This is an optimization exercise on Yosys and OpenROAD, whose aim is small area and a short achievable clock period, not a production implementation. At most, simulation tests tie the RTL to the original design; equivalence was not proved. For run 1, only the layout was checked, not whether the RTL still works. Power figures rest on the tool's default switching activity, not on a simulated workload.

===== flow/run.sh =====
#!/bin/bash
set -euo pipefail
mapfile -t KNOBS < <(grep -v '^\s*$' flow/knobs.txt)
bash standard.sh "${KNOBS[@]}" finish > flow_make.log 2>&1

===== flow/knobs.txt =====
SETUP_SLACK_MARGIN=5.6
CTS_BUF_LIST=sky130_fd_sc_hd__clkbuf_8
BUFFER_PORTS_ARGS=-buffer_cell sky130_fd_sc_hd__buf_2

===== standard.sh =====
#!/bin/bash
# synth_recipe.tcl (not shown) runs the flow's synth.tcl, then flattens the netlist and writes it again
# the make line also repeats each setting of config.mk as NAME=value (left out here)
make -C /OpenROAD-flow-scripts/flow DESIGN_CONFIG=/design/flow/config.mk WORK_HOME=/design/flow/orfs CLKGATE_MAP_FILE= SYNTH_SCRIPT=/design/flow/synth_recipe.tcl "${@:-finish}"

===== config.mk =====
export PLATFORM = sky130hd
export DESIGN_NAME = tanh9slices
export DESIGN_NICKNAME = tanh9slices
export VERILOG_FILES = /design/flow/design.v
export SDC_FILE = /design/flow/constraint.sdc
export NUM_CORES = 4
export LEC_CHECK = 0
export CAP_MARGIN = 20
export CORE_MARGIN = 2
export CORE_UTILIZATION = 40
export SLEW_MARGIN = 20

===== constraint.sdc =====
create_clock -name core_clock -period 8.0 [get_ports {clk}]
set_input_delay 1.6000 -clock core_clock [delete_from_list [all_inputs] [get_ports {clk}]]
set_output_delay 1.6000 -clock core_clock [all_outputs]
set_load 0.01 [all_outputs]

===== design.v =====
`timescale 1ns / 1ps
module tanh9_lane (
    input  wire        clk,
    input  wire [15:0] x,
    output wire [15:0] y
);
    wire        s_in = x[15];
    wire [14:0] ua   = x[14:0] ^ {15{s_in}};
    wire sat_in = ua[14] | ua[13] | (ua[12] & ua[11]);
    wire lo683  = (ua[10:0] < 11'd683);
    wire hi1365 = (~ua[10:0] < 11'd683);
    reg        s1_s, s1_sat, s1_h;
    reg [10:0] s1_u;
    reg        gA, gB, gC, gD, gE;
    always @(posedge clk) begin
        s1_s   <= s_in;
        s1_sat <= sat_in;
        s1_u   <= x[10:0];
        s1_h   <= ua[12];
        gA <= ~ua[12] & ~ua[11] &  lo683;     
        gB <= ~ua[12] & ~ua[11] & ~lo683;     
        gC <= ~ua[12] &  ua[11] & ~hi1365;    
        gD <= (~ua[12] & ua[11] & hi1365) | (ua[12] & ~ua[11] & lo683);   
        gE <=  ua[12] & ~ua[11] & ~lo683;     
    end
    wire        s = s1_s;
    wire [10:0] u = s1_u;
    wire gD1 = gD & ~s1_h;
    wire gD2 = gD & s1_h;
    wire p1 = gA | (gC & u[0]);
    wire p2 = (gA & ~u[0]);
    wire gs3 = gD | gE;
    wire p4 = (gs3 & u[0]) | (gC & u[1]) | (gA & ~u[1]);
    wire p5 = (gs3 & u[1]) | (gC & u[2]) | (gA & ~u[2]);
    wire p6 = gA | (~(gA) & u[0]);
    wire p7 = (gA & ~u[0]) | (gs3 & u[2]) | (gC & u[3]);
    wire p8 = (gA & ~u[3]);
    wire p9 = (~(gA) & u[1]) | (gA & ~u[1]);
    wire p10 = (gs3 & u[3]) | (gC & u[4]) | (gA & ~u[4]);
    wire p11 = (gD & u[0]);
    wire p12 = (~(gA) & u[2]) | (gA & ~u[2]);
    wire p13 = (gs3 & u[4]) | (gC & u[5]) | (gA & ~u[5]);
    wire p14 = (gE & u[0]) | (gD & u[1]);
    wire p15 = gA | (~(gA) & u[3]);
    wire p16 = (gB & u[0]) | (gA & ~u[0]) | (gs3 & u[5]) | (gC & u[6]);
    wire p17 = (gE & u[1]) | (gD & u[2]) | (gA & ~u[3]);
    wire p18 = (gA & ~u[6]);
    wire p19 = (gA & ~u[1]) | (~(gA) & u[4]);
    wire p20 = (gB & u[1]) | (gA & ~u[4]) | (gs3 & u[6]) | (gC & u[7]);
    wire p21 = (gD & u[0]) | (gE & u[2]) | (gA & ~u[7]);
    wire p22 = (gD & u[3]);
    wire p23 = (gA & ~u[2]) | (~(gA) & u[5]);
    wire p24 = (gB & u[0]) | (gA & ~u[5]) | (gs3 & u[7]) | (gC & u[8]);
    wire p25 = (gD & u[1]) | (gB & u[2]) | (gE & u[3]) | (gA & ~u[8]);
    wire p26 = (gD & u[4]);
    wire p27 = (gA & ~u[3]) | (~(gA) & u[6]);
    wire p28 = (gC & u[0]) | (gB & u[1]) | (gA & ~u[6]) | (gs3 & u[8]);
    wire p29 = (gD & u[2]) | (gB & u[3]) | (gE & u[4]) | (gC & u[9]) | (gA & ~u[9]);
    wire p30 = (gD & u[5]);
    wire p31 = (gA & ~u[10]) | (~(gA) & u[7]);
    wire p32 = (gB & u[0]) | (gC & u[1]) | (gA & ~u[4]) | (gs3 & u[9]);
    wire p33 = (gC & u[10]) | (gB & u[2]) | (gD & u[3]) | (gE & u[5]) | (gA & ~u[7]);
    wire p34 = (gB & u[4]) | (gD & u[6]);
    wire p35 = (gA & ~s) | (~(gA) & u[8]);
    wire p36 = (gC & s) | (gA & u[0]) | (gB & u[1]) | (gs3 & u[10]);
    wire p37 = (gC & u[2]) | (gB & u[3]) | (gD & u[4]) | (gA & ~u[5]) | (gE & u[6]);
    wire p38 = (gB & u[5]) | (gD & u[7]) | (gA & ~u[8]);
    wire p39 = (gA & ~s) | (~(gA) & u[9]);
    wire gs40 = gC | gE | gD1;
    wire p41 = (gs40 & s) | (gA & u[1]) | (gB & u[2]) | (gD2 & u[5]);
    wire p42 = (gC & u[3]) | (gB & u[4]) | (gA & ~u[6]) | (gE & u[7]) | (gD & u[8]);
    wire p43 = (gD2 & ~s) | (gD1 & u[5]) | (gB & u[6]) | (gA & ~u[9]);
    wire p44 = (gA & ~s) | (~(gA) & u[10]);
    wire p45 = (gC & s) | (gs3 & ~s) | (gA & ~u[10]) | (gB & u[3]);
    wire p46 = (gA & u[2]) | (gC & u[4]) | (gB & u[5]) | (gD & u[6]) | (gE & u[8]);
    wire p47 = (gB & u[7]) | (gA & ~u[7]) | (gD & u[9]);
    wire p48 = gs40 | (gB & s) | (gD2 & u[10]) | (gA & u[3]);
    wire p49 = (gB & u[4]) | (gC & u[5]) | (gD & u[7]) | (gA & ~u[8]) | (gE & u[9]);
    wire p50 = (gD1 & u[10]) | (gB & u[6]);
    wire p51 = (gB & u[8]);
    wire gs52 = gA | gB;
    wire p53 = gC | (gs52 & ~s) | (gE & u[10]) | (gD & u[8]);
    wire p54 = (gD1 & s) | (gA & u[4]) | (gB & u[5]) | (gC & u[6]);
    wire p55 = (gB & u[7]) | (gA & ~u[9]);
    wire p56 = (gB & u[9]);
    wire gs57 = gA | gD2;
    wire p58 = (gB & s) | (gs57 & ~s) | (gC & u[7]) | (gD1 & u[9]);
    wire p59 = (gB & u[10]) | (gA & ~u[10]) | (gD2 & u[9]);
    wire p60 = (gA & u[5]) | (gB & u[6]);
    wire p61 = (gB & u[8]);
    wire gs62 = gC | gD;
    wire p63 = gB | (gs62 & s) | (gE & ~s) | (gA & u[6]);
    wire p64 = (gD & u[10]) | (gB & u[7]) | (gC & u[8]);
    wire p65 = (gB & u[9]);
    wire gs66 = gB | gD2;
    wire gs67 = gA | gE;
    wire p68 = gs66 | (gC & s) | (gs67 & ~s);
    wire p69 = (gB & u[10]) | (gA & u[7]) | (gC & u[9]);
    wire p70 = (gB & u[8]);
    wire gs71 = gB | gC;
    wire gs72 = gA | gE | gD1;
    wire p73 = gD2 | (gs71 & s) | (gs72 & ~s);
    wire p74 = (gC & u[10]) | (gA & u[8]) | (gB & u[9]);
    wire gs75 = gC | gD2;
    wire p76 = gs75 | (gs72 & ~s) | (gB & u[10]);
    wire p77 = (gA & u[9]);
    wire p78 = gs75 | (gs72 & ~s);
    wire p79 = (gA & u[10]);
    wire s80 = p15 ^ p16;
    wire c81 = p15 & p16;
    wire s82 = p19 ^ p20 ^ p21;
    wire c83 = (p19 & p20) | (p19 & p21) | (p20 & p21);
    wire s84 = p23 ^ p24 ^ p25;
    wire c85 = (p23 & p24) | (p23 & p25) | (p24 & p25);
    wire s86 = p27 ^ p28 ^ p29;
    wire c87 = (p27 & p28) | (p27 & p29) | (p28 & p29);
    wire s88 = p31 ^ p32 ^ p33;
    wire c89 = (p31 & p32) | (p31 & p33) | (p32 & p33);
    wire s90 = p35 ^ p36 ^ p37;
    wire c91 = (p35 & p36) | (p35 & p37) | (p36 & p37);
    wire s92 = p39 ^ p41 ^ p42;
    wire c93 = (p39 & p41) | (p39 & p42) | (p41 & p42);
    wire s94 = p44 ^ p45 ^ p46;
    wire c95 = (p44 & p45) | (p44 & p46) | (p45 & p46);
    wire s96 = p48 ^ p49 ^ p50;
    wire c97 = (p48 & p49) | (p48 & p50) | (p49 & p50);
    wire s98 = p53 ^ p54 ^ p55;
    wire c99 = (p53 & p54) | (p53 & p55) | (p54 & p55);
    wire s100 = p58 ^ p59 ^ p60;
    wire c101 = (p58 & p59) | (p58 & p60) | (p59 & p60);
    wire s102 = p63 ^ p64;
    wire c103 = p63 & p64;
    wire s104 = p68 ^ p69;
    wire c105 = p68 & p69;
    wire s106 = p6 ^ p7;
    wire c107 = p6 & p7;
    wire s108 = p9 ^ p10 ^ p11;
    wire c109 = (p9 & p10) | (p9 & p11) | (p10 & p11);
    wire s110 = p12 ^ p13 ^ p14;
    wire c111 = (p12 & p13) | (p12 & p14) | (p13 & p14);
    wire s112 = p17 ^ p18 ^ s80;
    wire c113 = (p17 & p18) | (p17 & s80) | (p18 & s80);
    wire s114 = p22 ^ c81 ^ s82;
    wire c115 = (p22 & c81) | (p22 & s82) | (c81 & s82);
    wire s116 = p26 ^ c83 ^ s84;
    wire c117 = (p26 & c83) | (p26 & s84) | (c83 & s84);
    wire s118 = p30 ^ c85 ^ s86;
    wire c119 = (p30 & c85) | (p30 & s86) | (c85 & s86);
    wire s120 = p34 ^ c87 ^ s88;
    wire c121 = (p34 & c87) | (p34 & s88) | (c87 & s88);
    wire s122 = p38 ^ c89 ^ s90;
    wire c123 = (p38 & c89) | (p38 & s90) | (c89 & s90);
    wire s124 = p43 ^ c91 ^ s92;
    wire c125 = (p43 & c91) | (p43 & s92) | (c91 & s92);
    wire s126 = p47 ^ c93 ^ s94;
    wire c127 = (p47 & c93) | (p47 & s94) | (c93 & s94);
    wire s128 = p51 ^ c95 ^ s96;
    wire c129 = (p51 & c95) | (p51 & s96) | (c95 & s96);
    wire s130 = p56 ^ c97 ^ s98;
    wire c131 = (p56 & c97) | (p56 & s98) | (c97 & s98);
    wire s132 = p61 ^ c99 ^ s100;
    wire c133 = (p61 & c99) | (p61 & s100) | (c99 & s100);
    wire s134 = p65 ^ c101 ^ s102;
    wire c135 = (p65 & c101) | (p65 & s102) | (c101 & s102);
    wire s136 = p70 ^ c103 ^ s104;
    wire c137 = (p70 & c103) | (p70 & s104) | (c103 & s104);
    wire s138 = p73 ^ p74 ^ c105;
    wire c139 = (p73 & p74) | (p73 & c105) | (p74 & c105);
    wire s140 = p76 ^ p77;
    wire c141 = p76 & p77;
    wire s142 = p78 ^ p79;
    wire [21:0] ra = {c141, c139, c137, c135, c133, c131, c129, c127, c125, c123, c121, c119, c117, c115, c113, c111, c109, c107, p8, p5, p4, p1};
    wire [21:0] rb = {s142, s140, s138, s136, s134, s132, s130, s128, s126, s124, s122, s120, s118, s116, s114, s112, s110, s108, s106, 1'b0, 1'b0, p2};
    wire [8:0] lo = {1'b0, ra[7:0]} + {1'b0, rb[7:0]};
    reg        s2_s, s2_sat, s2_c;
    reg [21:8] s2_a, s2_b;
    always @(posedge clk) begin
        s2_s <= s; s2_sat <= s1_sat; s2_c <= lo[8]; s2_a <= ra[21:8]; s2_b <= rb[21:8];
    end
    wire [21:8] sum = s2_a + s2_b + {13'd0, s2_c};
    wire [10:0] r = sum[21:11];
    reg        s3_s;
    reg [10:0] s3_y;
    always @(posedge clk) begin
        s3_s <= s2_s;
        s3_y <= s2_sat ? (s2_s ? 11'h00A : 11'h7F6) : r;
    end
    assign y = {{5{s3_s}}, s3_y};
endmodule
module tanh9slices (
    input wire clk,
    input wire rst_n,
    input wire signed [15:0] x0_in,
    input wire signed [15:0] x1_in,
    input wire valid_in,
    output wire signed [15:0] y0_out,
    output wire signed [15:0] y1_out,
    output reg valid_out
);
    reg v1, v2;
    always @(posedge clk or negedge rst_n) begin
        if (!rst_n) begin
            v1 <= 1'b0; v2 <= 1'b0; valid_out <= 1'b0;
        end else begin
            v1 <= valid_in; v2 <= v1; valid_out <= v2;
        end
    end
    tanh9_lane lane0 (.clk(clk), .x(x0_in), .y(y0_out));
    tanh9_lane lane1 (.clk(clk), .x(x1_in), .y(y1_out));
endmodule

==> results of run 1 <==
-- layout make-up --
cell class                 instances  area share, %
timing repair buffer             113           9.48
clock buffer                      18           2.65
tap                              234           3.13
clock inverter                    14           2.02
multi-input combinational        590           52.1
sequential                       127           28.1
inverter                          61           2.53
-- synth_stat cells (all sizes together) (9+ instances only) --
master / n / area share (%)
dfxtp: 124 / 32
nand2: 98 / 4.8
inv: 61 / 3.0
a21oi: 54 / 3.5
ha: 54 / 8.8
fa: 52 / 14
clkbuf: 50 / 2.5
nor2: 49 / 2.4
o21ai: 39 / 2.6
nand3: 31 / 2.0
buf: 17 / 1.7
nand2b: 15 / 1.2
a21o: 12 / 1.2
xor2: 12 / 1.4
and2: 11 / 0.90
a211oi: 10 / 1.0
a22oi: 10 / 0.98
nor3: 10 / 0.66
o31ai: 10 / 0.98
a221o: 9 / 1.2
-- power by group through the flow --
stage               Sequential, mW  Clock [mW]  Combinational, mW
floorplan                    0.825           0              0.540
global placement             0.858           0              0.672
detailed placement           0.858           0              0.681
CTS                          0.842       0.622              0.720
global route                 0.864       0.649              0.908
finish                       0.851       0.604              0.799
-- stage by stage --
stage / total power, mW / std cells / hold slack, ns / instance area [um^2]
global placement: 1.53 / 1080 / 0.317 / 7970
detailed placement: 1.54 / 1080 / 0.330 / 7970
finish: 2.25 / 1157 / 0.341 / 9350
CTS: 2.18 / 1135 / 0.347 / 8830
floorplan: 1.36 / 845 / 0.310 / 7690
global route: 2.42 / 1157 / 0.354 / 9350
-- state kept, by name (all words and copies together), names as in the netlist, 11 cells and up --
register / count
lane0.s1_u: 11
lane1.s1_u: 11
lane0.s2_a: 14
lane1.s3_y: 11
lane0.s2_b: 14
lane0.s3_y: 11
lane1.s2_a: 14
lane1.s2_b: 14
-- metal layers --
layer,GRT usage (%),wire (um),up-vias
li1,-,-,3049
met1,27.4,9020,2837
met2,25.9,7850,279
met3,3.80,1340,23
met4,6.74,250,0
met5,0,0,-
-- how the worst max path moves through the flow --
| stage | start | to | slack [ns] | cells after the start |
|---|---|---|---|---|
| after floorplan | x1_in[4] | lane1.gD$_DFF_P_ | 5.17 | 7 |
| after global routing | x1_in[4] | lane1.gD$_DFF_P_ | 5.39 | 8 |
| after detailed placement | lane1.gA$_DFF_P_ | lane1.s2_c$_DFF_P_ | 4.79 | 8 |
| after CTS | lane1.gD$_DFF_P_ | lane1.s2_c$_DFF_P_ | 5.42 | 9 |
| after global placement | lane1.gA$_DFF_P_ | lane1.s2_c$_DFF_P_ | 4.82 | 8 |
| final | x1_in[4] | lane1.gD$_DFF_P_ | 5.43 | 8 |
-- what timing repair did --
item	in CTS	in global routing
endpoints found under the hold margin	0	0
buffers inserted	22	22
endpoints found under the setup margin	79	59
gates resized for setup	62	73
pin swaps	10	35
cloned	1	0
-- logic make-up (layout without fill, tap and decap cells) --
logic type | after synthesis | after routing | synth area share [%]
XOR/XNOR | 20 | 20 | 2.29
flip-flops | 127 | 127 | 33.5
AND/OR/NAND/NOR | 253 | 253 | 15.6
buffers and inverters | 128 | 206 | 7.19
AO/OA/AOI/OAI | 205 | 205 | 18.2
adder cells (fa/ha/maj) | 106 | 106 | 22.5
multiplexers | 6 | 6 | 0.786
-- worst reg2reg max path: stages (launching register included) --
cell     delay [ns]
dfxtp_4        0.38
or2_4          0.28
a221o_1        0.33
ha_1           0.29
ha_1           0.29
a41o_1         0.21
a21o_1         0.16
a21o_1         0.16
a21o_1         0.16
a21o_1         0.15
==> metrics.cfg, run 1 <==
[worst_setup_path]
crit_path_top_delay_cell=o32a_1
crit_path_start_kind=primary input
path_max_fanout=5
crit_buf_inv=1
critPathRequiredTime_ns=8.33
path_delay_family=compound AO/OA/AOI/OAI gates
r2r_end=lane1.s2_c$_DFF_P_
critPathMaxStageDelay_ns=0.31
r2r_slack_ns=5.50
critPathKind=in2reg
cp.arrival_ns=2.90
reg2reg_from=lane1.gE$_DFF_P_
cp_cell_sequence=buf_6, nor4bb_1, and2_1, o32a_1, a21o_1, a21oi_2, a21oi_1, o32ai_2
crit_path_end_kind=flop
reg2regPathDepth=9

[power_and_ir_drop]
intPower_mw=1.50
irDropWorstVdd_v=0.000136
pwr-share-seq_pct=37.7
comb_power_share_pct=35.5
power.density_nw_per_um2=241
p_leak_nw=4.33
p_sw_mw=0.759
clkPwrFrac_pct=26.8
switching_share_pct=33.7

[cells_and_area]
syn_to_final_growth_pct=22.3
final_common_cell=nand2_1
antenna_cells=0
layout.nets=1051
n_fill_cell=1733
seq_area_um2=2630
layout_common_cells=98 x nand2_1, 96 x dfxtp_1, 59 x inv_1, 52 x fa_1, 47 x ha_1
final_core_util_pct=50.0
multi_input_area_um2=4870
drive_gt1_share_pct=25.1

[worst_hold_path]
hp-start=lane0.s1_sat$_DFF_P_
holdPathEnd=lane0.s2_sat$_DFF_P_
hold_path_class=reg2reg
hold_depth=0

[global_route]
grt.overflow.total=0
grt_first_pass_wirelength_mm=29.5
track_usage_pct=18.3
antenna_found_initial=0
grt_start_max_net_pins=27
first_global_vias=5841

[clock_tree]
cts_hold_buf=0
cts_tree=done
clockRootBuffer=clkbuf_8
clockBufferDepth=2
clkTransAtPathRegs_ns=0.07
cts.sinks=127
clk_latency_ns=0.44
cts_buffers=17
htreeDepth=4

[sta]
fin_crit_sh_pct=32.1
grt_setup_unrepaired=true
fin_ws_ns=5.43
final_hold_viol_count=0
tightest_slew_ns=0.527
post-route-min-period_ns=2.57
maxSlewViolCount=0
final-setup-viol-count=0
slew_headroom_pct=64.8
skew_ns=0.0172
setup_tns_ns=0
max_freq_mhz=389

[synthesis]
yosysSeqAreaShare_pct=33.5
synth_seq_cells=127
avgSynthCellArea_um2=9.04
yosys_warnings=2
synth_flop_cell=dfxtp_1
synthArstFlopShare_pct=2.36
synth-edff-count=0
syn-num-nets=986
ys_types=62
netlist_instances=845
syn_area_um2=7640

[detailed_routing]
drt-total-wl_mm=18.5
drcViolationCount=0
dr.pass1.iters=6
drt_iter0_markers=620
vias_per_cell=5.35
routedWlPerCell_um=16.0
postRouteAntennaNets=0
num_vias=6188

[place]
io_buffers=67
dpl.hpwl_mm=12.6
preCtsSetupSlack_ns=4.79
place_congestion=0.943

[floorplan]
io_pins=68
dieArea_um2=20200
die_y_um=142
rows=50
start_util_pct=40.8
core_area_um2=18700
dieWidth_um=142

[flow_run]
maxCapViolations=0

[status]
outcome=complete, no violations

==> run 2, diff against run 1 <==
--- a/design.v
+++ b/design.v
@@ -173,9 +173,9 @@
     wire [21:0] rb = {s142, s140, s138, s136, s134, s132, s130, s128, s126, s124, s122, s120, s118, s116, s114, s112, s110, s108, s106, 1'b0, 1'b0, p2};
-    wire [8:0] lo = {1'b0, ra[7:0]} + {1'b0, rb[7:0]};
+    wire [6:0] lo = {1'b0, ra[5:0]} + {1'b0, rb[5:0]};
     reg        s2_s, s2_sat, s2_c;
-    reg [21:8] s2_a, s2_b;
+    reg [21:6] s2_a, s2_b;
     always @(posedge clk) begin
-        s2_s <= s; s2_sat <= s1_sat; s2_c <= lo[8]; s2_a <= ra[21:8]; s2_b <= rb[21:8];
-    end
-    wire [21:8] sum = s2_a + s2_b + {13'd0, s2_c};
+        s2_s <= s; s2_sat <= s1_sat; s2_c <= lo[6]; s2_a <= ra[21:6]; s2_b <= rb[21:6];
+    end
+    wire [21:6] sum = s2_a + s2_b + {15'd0, s2_c};
     wire [10:0] r = sum[21:11];
==> flow/knobs.txt (replaced) <==
SETUP_SLACK_MARGIN=5.45
CTS_BUF_LIST=sky130_fd_sc_hd__clkbuf_8
BUFFER_PORTS_ARGS=-buffer_cell sky130_fd_sc_hd__buf_2
==> run 2 against run 1 <==
  * Still clean on timing, DRC and antenna
  * Non-clock buffer count decreased by 36
  * Sequential cell count up 8
  * Global-route usage shrank 0.98 points
  * Via count rose by 3.5%
  * Synthesized area rose by 8.1%
  * Critical path depth down 7
  * Setup slack better by 0.040 ns
==> metrics.cfg, run 2 <==
[floorplan]
core_area_um2=20200
die_y_um=148
dieWidth_um=148
rows=52
dieArea_um2=21800
io_pins=68
start_util_pct=40.8

[clock_tree]
cts.sinks=135
cts_buffers=17
clockBufferDepth=2
htreeDepth=4
clk_latency_ns=0.45
cts_hold_buf=0
cts_tree=done
clkTransAtPathRegs_ns=0.08
clockRootBuffer=clkbuf_8

[sta]
setup_tns_ns=0
skew_ns=0.0151
fin_crit_sh_pct=31.6
maxSlewViolCount=0
final_hold_viol_count=0
post-route-min-period_ns=2.53
grt_setup_unrepaired=true
slew_headroom_pct=48.8
tightest_slew_ns=0.767
fin_ws_ns=5.47
max_freq_mhz=395
final-setup-viol-count=0

[global_route]
first_global_vias=6345
antenna_found_initial=1
track_usage_pct=17.4
grt.overflow.total=0
grt_first_pass_wirelength_mm=31.0
grt_start_max_net_pins=29

[worst_setup_path]
crit_buf_inv=1
cp.arrival_ns=0.93
crit_path_end_kind=primary output
cp_cell_sequence=buf_2
path_delay_family=flip-flops
crit_path_start_kind=flop
path_max_fanout=5
crit_path_top_delay_cell=dfxtp_2
critPathRequiredTime_ns=6.40
critPathKind=reg2out
critPathMaxStageDelay_ns=0.36

[power_and_ir_drop]
p_leak_nw=4.27
irDropWorstVdd_v=0.000125
switching_share_pct=36.3
p_sw_mw=0.878
pwr-share-seq_pct=37.5
clkPwrFrac_pct=23.9
power.density_nw_per_um2=264
comb_power_share_pct=38.5
intPower_mw=1.54

[detailed_routing]
dr.pass1.iters=5
drt_iter0_markers=643
drt-total-wl_mm=18.1
drcViolationCount=0
vias_per_cell=5.28
routedWlPerCell_um=14.9
num_vias=6407
postRouteAntennaNets=0

[synthesis]
synth.area.top_cells=dfxtp_1 32%, fa_1 13%, ha_1 8.2%
yosysSeqAreaShare_pct=32.9
synth_top_area_share_pct=32.0
syn-num-nets=1041
avgSynthCellArea_um2=9.18
synth_common_cells=132 x dfxtp_1, 98 x nand2_1, 72 x inv_1
ys_types=85
synth_seq_cells=135
synth_flop_cell=dfxtp_1
synthArstFlopShare_pct=2.22
synth_top_area_cell=dfxtp_1
syn_area_um2=8260
synth.most_common_cell=dfxtp_1
synth-edff-count=0
netlist_instances=900
yosys_warnings=2

[place]
preCtsSetupSlack_ns=4.96
dpl.hpwl_mm=13.3
dp_cells=1173
io_buffers=67
place_congestion=0.915

[cells_and_area]
layout.nets=1071
fin_cells=1213
final_common_cell=dfxtp_1
layout_common_cells=124 x dfxtp_1, 98 x nand2_1, 74 x inv_1, 62 x buf_2, 54 x ha_1
drive_gt1_share_pct=16.3
antenna_cells=0
syn_to_final_growth_pct=11.1

[worst_hold_path]
hold_path_class=reg2reg

[status]
outcome=complete, no violations

[flow_run]
maxCapViolations=0

==> run 2: cell count changes in the layout (fill, tap and decap cells not counted), moves of 8 or more <==
cell / previous run / this run
buf_4: 42 / 10
dfxtp_1: 96 / 124
buf_2: 44 / 62
buf_6: 22 / 5
inv_1: 59 / 74
dfxtp_4: 14 / 3
dfxtp_2: 14 / 5
o21ai_1: 5 / 14
nor2_1: 40 / 48
==> run 2: cells by family after synthesis <==
| family | count (synthesis) | synth area share [%] |
|---|---|---|
| AO/OA/AOI/OAI | 218 | 19.1 |
| XOR/XNOR | 22 | 2.33 |
| adder cells (fa/ha/maj) | 106 | 20.8 |
| buffers and inverters | 138 | 7.27 |
| flip-flops | 135 | 32.9 |
| multiplexers | 12 | 1.48 |
| AND/OR/NAND/NOR | 269 | 16.2 |
==> run 2: cell type report <==
| type | instances | area, um^2 |
|---|---|---|
| Clock buffer | 18 | 248 |
| Clock inverter | 14 | 160 |
| Fill cell | 1947 | 11100 |
| Inverter | 72 | 278 |
| Multi-Input combinational cell | 627 | 4970 |
| Sequential cell | 135 | 2740 |
| Tap cell | 270 | 338 |
| Timing Repair Buffer | 77 | 442 |
==> run 2: repair_timing <==
item	in CTS	in global routing
resized for setup	8	12
hold endpoints to repair	0	0
buffers inserted	0	8
setup endpoints to repair	29	27
==> run 2: power by group through the flow <==
stage / registers (mW) / logic, mW / clock network (mW)
final: 0.908 / 0.932 / 0.579
after global routing: 0.925 / 1.07 / 0.627
after CTS: 0.907 / 0.933 / 0.598
after detailed placement: 0.922 / 0.926 / 0
after global placement: 0.920 / 0.916 / 0
after floorplan: 0.885 / 0.755 / 0
==> run 2: worst paths after layout <==
check / cells after the start / start / endpoint / slack (ns)
worst max-delay path: 1 / lane0.s3_s$_DFF_P_ / y0_out[11] / 5.47
worst min-delay path: 0 / v1$_DFF_PN0_ / v2$_DFF_PN0_ / 0.36
max in group asynchronous: 1 / rst_n / v1$_DFF_PN0_ / 6.96
worst max register to register: 8 / lane1.gA$_DFF_P_ / lane1.s2_b[8]$_DFF_P_ / 5.57
min in group asynchronous: 1 / rst_n / v2$_DFF_PN0_ / 0.94
worst min register to register: 0 / v1$_DFF_PN0_ / v2$_DFF_PN0_ / 0.36
==> run 2: through the flow <==
stage                     utilization (%)  hold WS (ns)  area [um^2]  power [mW]
after floorplan                         -         0.310         8290        1.64
final                                45.3         0.356         9170        2.42
after global placement               42.7         0.335         8640        1.84
after CTS                            44.8         0.362         9070        2.44
after global routing                 45.3         0.366         9170        2.62
after detailed placement             42.7         0.336         8640        1.85
==> run 2: metal layers <==
layer	track usage [%]	vias to the layer above	part of all wire (%)
met1	25.1	2952	49
met5	0	-	0
met2	26.1	234	43
li1	-	3192	-
met3	3.58	29	6.5
met4	5.38	0	1.6
==> run 3, diff against run 2 <==
==> flow/knobs.txt (replaced) <==
SETUP_SLACK_MARGIN=5.50
CTS_BUF_LIST=sky130_fd_sc_hd__clkbuf_8
BUFFER_PORTS_ARGS=-buffer_cell sky130_fd_sc_hd__buf_2
==> run 3 against run 2 <==
  * Final area is 0.71% higher
  * Via count is 0.56% lower
  * Clock skew is 0.0040 ns lower
  * Clock power hardly changed
  * Sequential share of layout area hardly changed
  * Critical endpoint unchanged
  * Largest cell class unchanged
  * Largest power group unchanged
==> metrics.cfg, run 3 <==
[clock_tree]
cts_tree=done
clockRootBuffer=clkbuf_8
clk_latency_ns=0.45
clockBufferDepth=2
htreeDepth=4
cts_buffers=17
cts.sinks=135
clkTransAtPathRegs_ns=0.08
cts_hold_buf=0

[power_and_ir_drop]
power.density_nw_per_um2=262
p_sw_mw=0.875
switching_share_pct=36.1
irDropWorstVdd_v=0.000111
intPower_mw=1.55
p_leak_nw=4.26
pwr-share-seq_pct=37.7
clkPwrFrac_pct=23.8
comb_power_share_pct=38.5

[detailed_routing]
vias_per_cell=5.28
postRouteAntennaNets=0
dr.pass1.iters=5
num_vias=6371
drt_iter0_markers=494
routedWlPerCell_um=14.8
drt-total-wl_mm=17.9
drcViolationCount=0

[cells_and_area]
final_common_cell=dfxtp_1
antenna_cells=0
layout_common_cells=114 x dfxtp_1, 97 x nand2_1, 71 x inv_1, 54 x ha_1, 52 x fa_1
n_fill_cell=1919
layout.nets=1065
syn_to_final_growth_pct=11.8
fin_cells=1206
drive_gt1_share_pct=17.7
final_core_util_pct=45.7

[sta]
final-setup-viol-count=0
fin_crit_sh_pct=32.0
tightest_slew_ns=0.609
setup_tns_ns=0
maxSlewViolCount=0
skew_ns=0.0111
post-route-min-period_ns=2.56
max_freq_mhz=391
final_hold_viol_count=0
holdWs_ns=0.357
grt_setup_unrepaired=true
slew_headroom_pct=59.3

[global_route]
antenna_found_initial=0
track_usage_pct=17.2
grt.overflow.total=0
first_global_vias=6138
grt_start_max_net_pins=29
grt_first_pass_wirelength_mm=30.4

[synthesis]
ys_types=85
avgSynthCellArea_um2=9.18
synth_common_cells=132 x dfxtp_1, 98 x nand2_1, 72 x inv_1
synth.area.top_cells=dfxtp_1 32%, fa_1 13%, ha_1 8.2%
synth_flop_cell=dfxtp_1
yosysSeqAreaShare_pct=32.9
synth-edff-count=0
syn_area_um2=8260
synth.most_common_cell=dfxtp_1
synth_top_area_cell=dfxtp_1
synthArstFlopShare_pct=2.22
syn-num-nets=1041
synth_top_area_share_pct=32.0
netlist_instances=900
yosys_warnings=2
synth_seq_cells=135

[floorplan]
dieWidth_um=148
die_y_um=148
dieArea_um2=21800
core_area_um2=20200
rows=52
start_util_pct=40.8
io_pins=68

[worst_setup_path]
path_max_fanout=5
crit_path_start_kind=flop
critPathKind=reg2out
critPathMaxStageDelay_ns=0.38
path_delay_family=flip-flops
crit_buf_inv=1
crit_path_end_kind=primary output
cp.arrival_ns=0.96
critPathRequiredTime_ns=6.40
crit_path_top_delay_cell=dfxtp_4
cp_cell_sequence=buf_2

[place]
dp_cells=1172
dpl.hpwl_mm=13.0
io_buffers=67
place_congestion=0.893

[status]
outcome=complete, no violations

[flow_run]
maxCapViolations=0

[worst_hold_path]
hold_path_class=reg2reg

run 3: cell count changes in the layout (fill, tap and decap cells not counted), moves of 2 or more:
cell and change:
or2_1 -2, clkinv_4 -2, buf_6 +10, buf_4 -5, clkinv_2 +3, buf_2 -11
or2_4 +2, dfxtp_1 -10, inv_1 -3, dfxtp_2 +9
run 3: through the flow:
step / total power [mW] / setup WS (ns) / area (um^2)
after floorplan: 1.64 / 5.39 / 8320
after global placement: 1.84 / 4.99 / 8670
final: 2.42 / 5.44 / 9240
after detailed placement: 1.84 / 4.97 / 8670
after CTS: 2.43 / 5.41 / 9140
after global routing: 2.62 / 5.38 / 9240
run 3: final timing paths:
check	slack (ns)	cells after the start	to	from
hold reg to reg	0.36	0	valid_out$_DFF_PN0_	v2$_DFF_PN0_
max in group asynchronous	6.97	1	v2$_DFF_PN0_	rst_n
setup reg to reg	5.61	7	lane1.s2_b[9]$_DFF_P_	lane1.gA$_DFF_P_
hold / removal	0.36	0	valid_out$_DFF_PN0_	v2$_DFF_PN0_
setup / recovery	5.44	1	y0_out[11]	lane0.s3_s$_DFF_P_
min in group asynchronous	0.92	1	valid_out$_DFF_PN0_	rst_n
run 3: kinds of logic after synthesis:
group	count (synthesis)	share of synthesized area, %
compound gates	218	19.1
xor+xnor	22	2.33
fa+ha+maj	106	20.8
buf+inv	138	7.27
flops	135	32.9
mux	12	1.48
simple gates	269	16.2
run 3: what timing repair did:
action | CTS | global route
resized for setup | 20 | 22
endpoints found under the setup margin | 56 | 63
endpoints found under the hold margin | 0 | 0
buffers inserted | 0 | 3
run 3: final cells by class:
type / count / area, um^2 / area share, %
multi-input cells: 627 / 5000 / 54.2
repair buffers: 71 / 462 / 5.00
flip-flops and latches: 135 / 2750 / 29.8
clock buffers: 18 / 248 / 2.68
inverters: 72 / 282 / 3.05
well taps: 270 / 338 / 3.66
clock inverters: 13 / 154 / 1.67
run 3: worst register-to-register path: stages (launching register included):
cell and delay [ns]:
dfxtp_1 0.31, buf_4 0.28, clkinvlp_4 0.26, nor2_1 0.27, a21oi_1 0.10, nand4_1 0.16
fa_1 0.45, fa_1 0.45
run 3: per-layer routing:
layer / GRT usage (%) / wire [um] / up-vias
li1: - / - / 3172
met1: 25.2 / 8700 / 2938
met2: 25.3 / 7730 / 230
met3: 3.27 / 1100 / 31
met4: 6.30 / 325 / 0
met5: 0 / 0 / -
run 3: power by group through the flow:
stage	Combinational, mW	Clock [mW]	Sequential, mW
2_1_floorplan	0.756	0	0.885
3_3_place_gp	0.915	0	0.923
3_5_place_dp	0.918	0	0.924
4_1_cts	0.930	0.592	0.910
5_1_grt	1.07	0.624	0.929
6_report	0.933	0.576	0.913
==> run 4, diff against run 3 <==
==> flow/knobs.txt (replaced) <==
SETUP_SLACK_MARGIN=5.4
CTS_BUF_LIST=sky130_fd_sc_hd__clkbuf_8
BUFFER_PORTS_ARGS=-buffer_cell sky130_fd_sc_hd__buf_2
==> run 4 against run 3 <==
  * Largest power group unchanged
  * Combinational power is 1% lower
  * Count of clock-buffer cells in the layout is the same
  * Clock skew is essentially flat
  * Sequential share of layout area is 0.47 points higher
  * Clock power is 11% lower
  * Hold slack is essentially flat
  * Still clean
  * Non-clock buffer count unchanged
  * Final area fell by 2.1%
  * Total power is 3.1% lower
  * Critical path depth unchanged
  * Die area did not move
  * Via count is 0.39% higher
  * Critical path type unchanged
==> metrics.cfg, run 4 <==
[floorplan]
dieArea_um2=21800
core_area_um2=20200
start_util_pct=40.8
io_pins=68
dieWidth_um=148
die_y_um=148
rows=52

[cells_and_area]
n_fill_cell=1936
layout_common_cells=123 x dfxtp_1, 98 x nand2_1, 73 x inv_1, 66 x buf_2, 54 x ha_1
syn_to_final_growth_pct=9.47
final_common_cell=dfxtp_1
antenna_cells=0
drive_gt1_share_pct=16.0
layout.nets=1065

[worst_hold_path]
hold_path_class=reg2reg
hp-start=v2$_DFF_PN0_
holdPathEnd=valid_out$_DFF_PN0_
hold_depth=0

[sta]
fin_crit_sh_pct=31.6
max_freq_mhz=396
fin_ws_ns=5.47
slew_headroom_pct=45.4
setup_tns_ns=0
maxSlewViolCount=0
final-setup-viol-count=0
skew_ns=0.0113
grt_setup_unrepaired=false
post-route-min-period_ns=2.53
final_hold_viol_count=0
tightest_slew_ns=0.818

[synthesis]
yosys_warnings=2
synth_flop_cell=dfxtp_1
synth_top_area_cell=dfxtp_1
ys_types=85
synth-edff-count=0
synthArstFlopShare_pct=2.22
synth.area.top_cells=dfxtp_1 32%, fa_1 13%, ha_1 8.2%
syn_area_um2=8260
netlist_instances=900
synth_top_area_share_pct=32.0
syn-num-nets=1041
avgSynthCellArea_um2=9.18
synth_seq_cells=135
synth_common_cells=132 x dfxtp_1, 98 x nand2_1, 72 x inv_1
yosysSeqAreaShare_pct=32.9
synth.most_common_cell=dfxtp_1

[worst_setup_path]
critPathMaxStageDelay_ns=0.36
crit_path_start_kind=flop
reg2regPathDepth=7
reg2reg_from=lane1.gA$_DFF_P_
critPathKind=reg2out
cp_cell_sequence=buf_2
crit_path_top_delay_cell=dfrtp_1
r2r_slack_ns=5.54
crit_path_end_kind=primary output
r2r_end=lane1.s2_b[9]$_DFF_P_
cp.arrival_ns=0.93
critPathRequiredTime_ns=6.40
crit_buf_inv=1
path_max_fanout=1
path_delay_family=flip-flops

[global_route]
track_usage_pct=17.4
grt_start_max_net_pins=29
antenna_found_initial=1
grt_first_pass_wirelength_mm=30.9
first_global_vias=6244
grt.overflow.total=0

[clock_tree]
htreeDepth=4
clkTransAtPathRegs_ns=0.07
cts_hold_buf=0
clockRootBuffer=clkbuf_8
cts_buffers=17
cts_tree=done
cts.sinks=135
clockBufferDepth=2
clk_latency_ns=0.45

[detailed_routing]
postRouteAntennaNets=0
num_vias=6396
drt-total-wl_mm=18.0
dr.pass1.iters=6
drcViolationCount=0
routedWlPerCell_um=14.9
vias_per_cell=5.30
drt_iter0_markers=615

[power_and_ir_drop]
power.density_nw_per_um2=260
p_leak_nw=4.20
irDropWorstVdd_v=0.000106

[place]
preCtsSetupSlack_ns=4.97
dpl.hpwl_mm=13.3
place_congestion=0.915
io_buffers=67

[flow_run]
maxCapViolations=0

[status]
outcome=complete, no violations

[run 4: worst max-delay path by stage]
stage | startpoint | endpoint | slack, ns | cells after the start
CTS | lane0.s3_s$_DFF_P_ | y0_out[15] | 5.40 | 1
global placement | x1_in[15] | lane1.gD$_DFF_P_ | 4.99 | 7
detailed placement | x1_in[15] | lane1.gD$_DFF_P_ | 4.97 | 7
global route | x1_in[15] | lane1.gD$_DFF_P_ | 5.40 | 7
floorplan | x1_in[3] | lane1.gD$_DFF_P_ | 5.37 | 6
finish | valid_out$_DFF_PN0_ | valid_out | 5.47 | 1
[run 4: what timing repair did]
item	in CTS	in global routing
endpoints found under the setup margin	24	21
setup buffers	0	3
resized for setup	5	11
[run 4: layout make-up]
cell class | count | area [um^2] | share of cell area, %
clock buffers | 18 | 248 | 2.74
clock inverters | 13 | 109 | 1.20
inverters | 72 | 274 | 3.03
multi-input cells | 627 | 4970 | 55.0
flip-flops and latches | 135 | 2730 | 30.2
well taps | 270 | 338 | 3.74
repair buffers | 71 | 368 | 4.07
[run 4: logic make-up (layout without fill, tap and decap cells)]
group / count (synthesis) / in the layout / synth area share [%]
AO/OA/AOI/OAI: 218 / 218 / 19.1
XOR/XNOR: 22 / 22 / 2.33
adder cells (fa/ha/maj): 106 / 106 / 20.8
buffers and inverters: 138 / 174 / 7.27
flip-flops: 135 / 135 / 32.9
multiplexers: 12 / 12 / 1.48
AND/OR/NAND/NOR: 269 / 269 / 16.2
[run 4: layer usage]
layer	global-route usage (%)	wire length (um)	vias up
met5	0	0	-
met4	4.81	191	0
met3	4.04	1250	18
met2	25.9	7750	230
met1	25.2	8830	2971
li1	-	-	3177
[run 4: through the flow]
| step | utilization (%) | std cells | total power [mW] | hold slack [ns] | area (um^2) |
|---|---|---|---|---|---|
| final | 44.7 | 1206 | 2.35 | 0.357 | 9040 |
| after global routing | 44.7 | 1206 | 2.55 | 0.369 | 9040 |
| after CTS | 44.4 | 1203 | 2.37 | 0.359 | 8990 |
| after detailed placement | 42.7 | 1172 | 1.85 | 0.336 | 8630 |
| after global placement | 42.7 | 1172 | 1.84 | 0.334 | 8630 |
| after floorplan | - | 900 | 1.64 | 0.310 | 8280 |
[run 4: power breakdown]
group	internal, mW	switching (mW)
clock	0.250	0.266
sequential	0.820	0.0894
combinational	0.401	0.521
total	1.47	0.876
==> run 5, diff against run 4 <==
==> flow/knobs.txt (replaced) <==
SETUP_SLACK_MARGIN=5.6
CTS_BUF_LIST=sky130_fd_sc_hd__clkbuf_8
BUFFER_PORTS_ARGS=-buffer_cell sky130_fd_sc_hd__buf_2
==> run 5 against run 4 <==
  * Still clean on timing, DRC and antenna
  * Synthesized cell count did not move
  * Wire length rose by 2.7%
  * First-iteration DRC count fell by 9.1%
  * Global-route usage fell by 0.19 points
  * Combinational power rose by 2.4%
  * Synthesized area did not move
  * Die area did not move
  * Setup slack got worse by 0.0083 ns
  * Via count rose by 1.5%
  * Count of clock-buffer cells in the layout did not move
  * Maximum frequency fell by 0.33%
==> metrics.cfg, run 5 <==
[synthesis]
yosysSeqAreaShare_pct=32.9
ys_types=85
synth_flop_cell=dfxtp_1
avgSynthCellArea_um2=9.18
synth_common_cells=132 x dfxtp_1, 98 x nand2_1, 72 x inv_1
syn-num-nets=1041
synth.area.top_cells=dfxtp_1 32%, fa_1 13%, ha_1 8.2%
yosys_warnings=2
synthArstFlopShare_pct=2.22
synth_top_area_share_pct=32.0
syn_area_um2=8260
synth-edff-count=0
synth.most_common_cell=dfxtp_1
netlist_instances=900
synth_seq_cells=135
synth_top_area_cell=dfxtp_1

[worst_setup_path]
crit_buf_inv=1
crit_path_end_kind=primary output
cp.depth=1
crit_start=valid_out$_DFF_PN0_
r2r_end=lane1.s2_c$_DFF_P_
critPathMaxStageDelay_ns=0.36
cp.arrival_ns=0.94
reg2regPathDepth=9
path_delay_family=flip-flops
path_max_fanout=1
crit_path_start_kind=flop
critPathKind=reg2out
crit_path_top_delay_cell=dfrtp_1
critPathRequiredTime_ns=6.40
r2r_slack_ns=5.71
cp_cell_sequence=buf_2
reg2reg_from=lane1.gD$_DFF_P_

[floorplan]
dieWidth_um=148
io_pins=68
rows=52
die_y_um=148
core_area_um2=20200
start_util_pct=40.8
dieArea_um2=21800

[place]
dp_cells=1172
io_buffers=67
preCtsSetupSlack_ns=4.97
dpl.hpwl_mm=13.3
place_congestion=0.888

[sta]
final_hold_viol_count=0
skew_ns=0.0133
final-setup-viol-count=0
max_freq_mhz=394
setup_tns_ns=0
holdWs_ns=0.354
post-route-min-period_ns=2.54
fin_crit_sh_pct=31.7
slew_headroom_pct=63.9
tightest_slew_ns=0.541
maxSlewViolCount=0
grt_setup_unrepaired=true
fin_ws_ns=5.46

[flow_run]
maxCapViolations=0

[clock_tree]
htreeDepth=4
cts_hold_buf=0
clockRootBuffer=clkbuf_8
clkTransAtPathRegs_ns=0.07
cts_buffers=17
clk_latency_ns=0.46
clockBufferDepth=2
cts.sinks=135
cts_tree=done

[power_and_ir_drop]
finalPower_mw=2.39
p_leak_nw=4.28
power.density_nw_per_um2=256
irDropWorstVdd_v=0.0000984

[worst_hold_path]
hold_depth=0
hold_path_class=reg2reg
holdPathEnd=valid_out$_DFF_PN0_
hp-start=v2$_DFF_PN0_

[status]
outcome=complete, no violations

[global_route]
grt_first_pass_wirelength_mm=30.4
grt.overflow.total=0
track_usage_pct=17.2
grt_start_max_net_pins=29
first_global_vias=6236
antenna_found_initial=0

[cells_and_area]
drive_gt1_share_pct=19.4
fin_cells=1213
multi_input_area_um2=5080
final_common_cell=dfxtp_1
seq_area_um2=2750
layout.nets=1071
antenna_cells=0
syn_to_final_growth_pct=12.9
layout_common_cells=112 x dfxtp_1, 97 x nand2_1, 69 x inv_1, 54 x ha_1, 53 x buf_2
n_fill_cell=1953

[detailed_routing]
postRouteAntennaNets=0
drt-total-wl_mm=18.5
vias_per_cell=5.35
dr.pass1.iters=5
drt_iter0_markers=559
drcViolationCount=0
routedWlPerCell_um=15.3
num_vias=6492

## run 5: cell counts after synthesis
No cell type changed its count.
## run 5: kinds of logic (layout without fill, tap and decap cells)
kind of cell               count (synthesis)  count (layout)  share of synthesized area, %
xor gates and xnor gates                  22              22                          2.33
DFF                                      135             135                          32.9
and+or+nand+nor                          269             269                          16.2
muxes                                     12              12                          1.48
buffers and inverters                    138             181                          7.27
adders and majority gates                106             106                          20.8
AOI/OAI and AO/OA                        218             218                          19.1
## run 5: worst max-delay path by stage
| stage | to | slack [ns] |
|---|---|---|
| after floorplan | lane1.gD$_DFF_P_ | 5.39 |
| final | valid_out | 5.46 |
| after CTS | valid_out | 5.43 |
| after global routing | valid_out | 5.42 |
| after detailed placement | lane1.gD$_DFF_P_ | 4.97 |
| after global placement | lane1.gD$_DFF_P_ | 5.01 |
## run 5: metal layers
layer	global-route usage [%]	vias to the layer above	routed length, um
met2	26.7	256	8060
met1	24.6	3024	9030
met4	4.47	0	217
met3	3.36	24	1190
met5	0	-	0
li1	-	3188	-
## run 5: final cells by class
cell class	instances	area share, %
timing repair buffer	77	5.35
sequential	135	29.5
clock inverter	14	1.35
tap	270	3.62
inverter	72	3.06
clock buffer	18	2.66
multi-input combinational	627	54.5
## run 5: metrics by stage
step                utilization (%)  instance area [um^2]
detailed placement             42.9                  8670
global route                   46.1                  9330
finish                         46.1                  9330
floorplan                         -                  8330
global placement               42.9                  8670
CTS                            45.0                  9110
## run 5: timing repair
action / 4_1_cts / 5_1_grt
gates resized for setup: 17 / 49
endpoints found under the setup margin: 75 / 58
setup buffers: 3 / 6
pin swaps: 0 / 7
## run 5: report_power, final
| group | total, mW | switching [mW] | internal (mW) |
|---|---|---|---|
| clock network | 0.533 | 0.277 | 0.255 |
| logic | 0.945 | 0.529 | 0.417 |
| registers | 0.912 | 0.0910 | 0.821 |
==> run 6, diff against run 5 <==
==> flow/knobs.txt (replaced) <==
SETUP_SLACK_MARGIN=5.45
CTS_ARGS=-sink_clustering_enable -repair_clock_nets -buf_list sky130_fd_sc_hd__clkbuf_8 -dont_use_dummy_load
BUFFER_PORTS_ARGS=-buffer_cell sky130_fd_sc_hd__buf_1
==> run 6 against run 5 <==
  * Maximum frequency fell by 0.29%
  * Non-clock buffer count shrank 10
  * Sequential power barely moved
  * Combinational power is 2.8% lower
  * Clock power decreased by 24%
  * Clock skew up 0.016 ns
  * First-iteration DRC count shrank 2.7%
  * Utilization decreased by 2.1 points
  * Count of clock-buffer cells in the layout down 1
==> metrics.cfg, run 6 <==
[status]
outcome=complete, no violations

[clock_tree]
clockBufferDepth=2
clk_latency_ns=0.45
clkTransAtPathRegs_ns=0.07
cts.sinks=135
clockRootBuffer=clkbuf_8
htreeDepth=4
cts_tree=done
cts_buffers=17

[cells_and_area]
drive_gt1_share_pct=10.3
layout_common_cells=119 x dfxtp_1, 98 x nand2_1, 72 x inv_1, 54 x ha_1, 52 x fa_1
layout.nets=1061
syn_to_final_growth_pct=7.79
antenna_cells=0
final_common_cell=dfxtp_1

[detailed_routing]
routedWlPerCell_um=15.2
dr.pass1.iters=5
drt-total-wl_mm=18.1
num_vias=6299
vias_per_cell=5.30
drt_iter0_markers=544
drcViolationCount=0
postRouteAntennaNets=0

[worst_setup_path]
critPathRequiredTime_ns=6.40
cp.depth=1
reg2reg_from=lane0.gA$_DFF_P_
endpoint=y1_out[13]
r2r_slack_ns=5.63
crit_buf_inv=1
crit_path_start_kind=flop
path_max_fanout=5
r2r_end=lane0.s2_b[8]$_DFF_P_
crit_start=lane1.s3_s$_DFF_P_
cp_cell_sequence=buf_2
critPathKind=reg2out
path_delay_family=flip-flops
crit_path_top_delay_cell=dfxtp_2
reg2regPathDepth=8
cp.arrival_ns=0.94
critPathMaxStageDelay_ns=0.36
crit_path_end_kind=primary output

[place]
preCtsSetupSlack_ns=4.58
place_congestion=0.903
io_buffers=67
dpl.hpwl_mm=13.4

[sta]
grt_setup_unrepaired=true
final-setup-viol-count=0
fin_ws_ns=5.46
fin_crit_sh_pct=31.8
max_freq_mhz=393
holdWs_ns=0.359
maxSlewViolCount=0
tightest_slew_ns=0.735
slew_headroom_pct=51.0
post-route-min-period_ns=2.54
final_hold_viol_count=0
skew_ns=0.0293
setup_tns_ns=0

[synthesis]
synth_seq_cells=135
synth.area.top_cells=dfxtp_1 32%, fa_1 13%, ha_1 8.2%
synth_top_area_share_pct=32.0
yosysSeqAreaShare_pct=32.9
avgSynthCellArea_um2=9.18
synth-edff-count=0
syn-num-nets=1041
synth_flop_cell=dfxtp_1
ys_types=85
syn_area_um2=8260
netlist_instances=900
synth.most_common_cell=dfxtp_1
synth_common_cells=132 x dfxtp_1, 98 x nand2_1, 72 x inv_1
synth_top_area_cell=dfxtp_1
synthArstFlopShare_pct=2.22
yosys_warnings=2

[global_route]
track_usage_pct=17.3
first_global_vias=6171
antenna_found_initial=0
grt.overflow.total=0
grt_first_pass_wirelength_mm=30.5
grt_start_max_net_pins=29

[floorplan]
dieWidth_um=148
start_util_pct=40.8
core_area_um2=20200
rows=52
dieArea_um2=21800
io_pins=68
die_y_um=148

[power_and_ir_drop]
irDropWorstVdd_v=0.000120
p_leak_nw=4.02
power.density_nw_per_um2=251

[flow_run]
maxCapViolations=0

[worst_hold_path]
hold_path_class=reg2reg

## run 6: stage by stage
stage	total power, mW	area, um^2	util, %	std cells
2_1_floorplan	1.64	8290	-	900
3_3_place_gp	1.83	8540	42.2	1171
3_5_place_dp	1.84	8540	42.2	1171
4_1_cts	2.25	8830	43.7	1188
5_1_grt	2.43	8900	44.0	1188
6_report	2.24	8900	44.0	1188
## run 6: repair_timing
item / 4_1_cts / 5_1_grt
endpoints found under the setup margin: 52 / 43
buffers inserted: 0 / 0
gates resized for setup: 28 / 25
hold buffers: 0 / 0
pin swaps: 0 / 1
## run 6: cell type report
class	count	area, um^2
clock buffer	17	234
fill	2018	11300
inverter	72	270
multi-input combinational	627	4980
sequential	135	2740
tap	270	338
timing repair buffer	67	333
## run 6: worst min-delay path by stage
stage | slack (ns) | start | cells after the start | end
after global routing | 0.36 | v1$_DFF_PN0_ | 0 | v2$_DFF_PN0_
after detailed placement | 0.34 | v1$_DFF_PN0_ | 0 | v2$_DFF_PN0_
after floorplan | 0.31 | lane0.s1_sat$_DFF_P_ | 0 | lane0.s2_sat$_DFF_P_
after CTS | 0.36 | v1$_DFF_PN0_ | 0 | v2$_DFF_PN0_
after global placement | 0.33 | v2$_DFF_PN0_ | 0 | valid_out$_DFF_PN0_
final | 0.36 | v1$_DFF_PN0_ | 0 | v2$_DFF_PN0_
## run 6: where the power goes
part	leakage (nW)	switching (mW)	internal (mW)
logic	2.76	0.520	0.399
clock network	0.122	0.217	0.186
registers	1.14	0.0921	0.821
## run 6: logic make-up (layout without fill, tap and decap cells)
group,Yosys count,after routing,share of synthesized area (%)
muxes,12,12,1.48
buffers and inverters,138,156,7.27
xor gates and xnor gates,22,22,2.33
DFF,135,135,32.9
AOI/OAI and AO/OA,218,218,19.1
and+or+nand+nor,269,269,16.2
adders and majority gates,106,106,20.8
## run 6: layer usage
layer,wire (um),global-route usage [%],vias up
met4,236,5.34,0
met3,1090,3.36,20
met5,0,0,-
met1,9010,25.3,2918
li1,-,-,3147
met2,7750,25.7,214

[what the ideal ports hide]
How much do the figures lean on ideal ports? The routed layouts below were timed once more, with nothing changed but the port constraints. Step 1 assumes that a clkbuf_16 drives the clock port and a buf_2 every other input. Step 2, shift: input delay + t, output delay - t, t = (earliest + latest rising clock arrival at the registers) / 2. This alone moves slack from input paths to output paths. Three values: ideal, step 1, step 2; two values: the first two.
| run | t, ns | slack for setup (ns) | worst setup path at the end | cell pins on the clock port's net |
|---|---|---|---|---|
| run 1 | 0.463 | 5.428 / 5.420 / 4.957 | input to register | 1 |
| run 2 | 0.476 | 5.468 / 5.429 / 5.056 | input to register | 1 |
| run 3 | 0.485 | 5.441 / 5.401 / 5.105 | input to register | 1 |
| run 4 | 0.477 | 5.472 / 5.434 / 5.067 | input to register | 1 |
| run 5 | 0.486 | 5.464 / 5.426 / 5.117 | input to register | 1 |
| run 6 | 0.479 | 5.457 / 5.417 / 5.084 | input to register | 1 |
After both steps setup and hold are still met in every run listed. For run 1, which loses most, drivers alone change the setup slack by -0.008 ns; drivers and shift together by -0.471 ns.
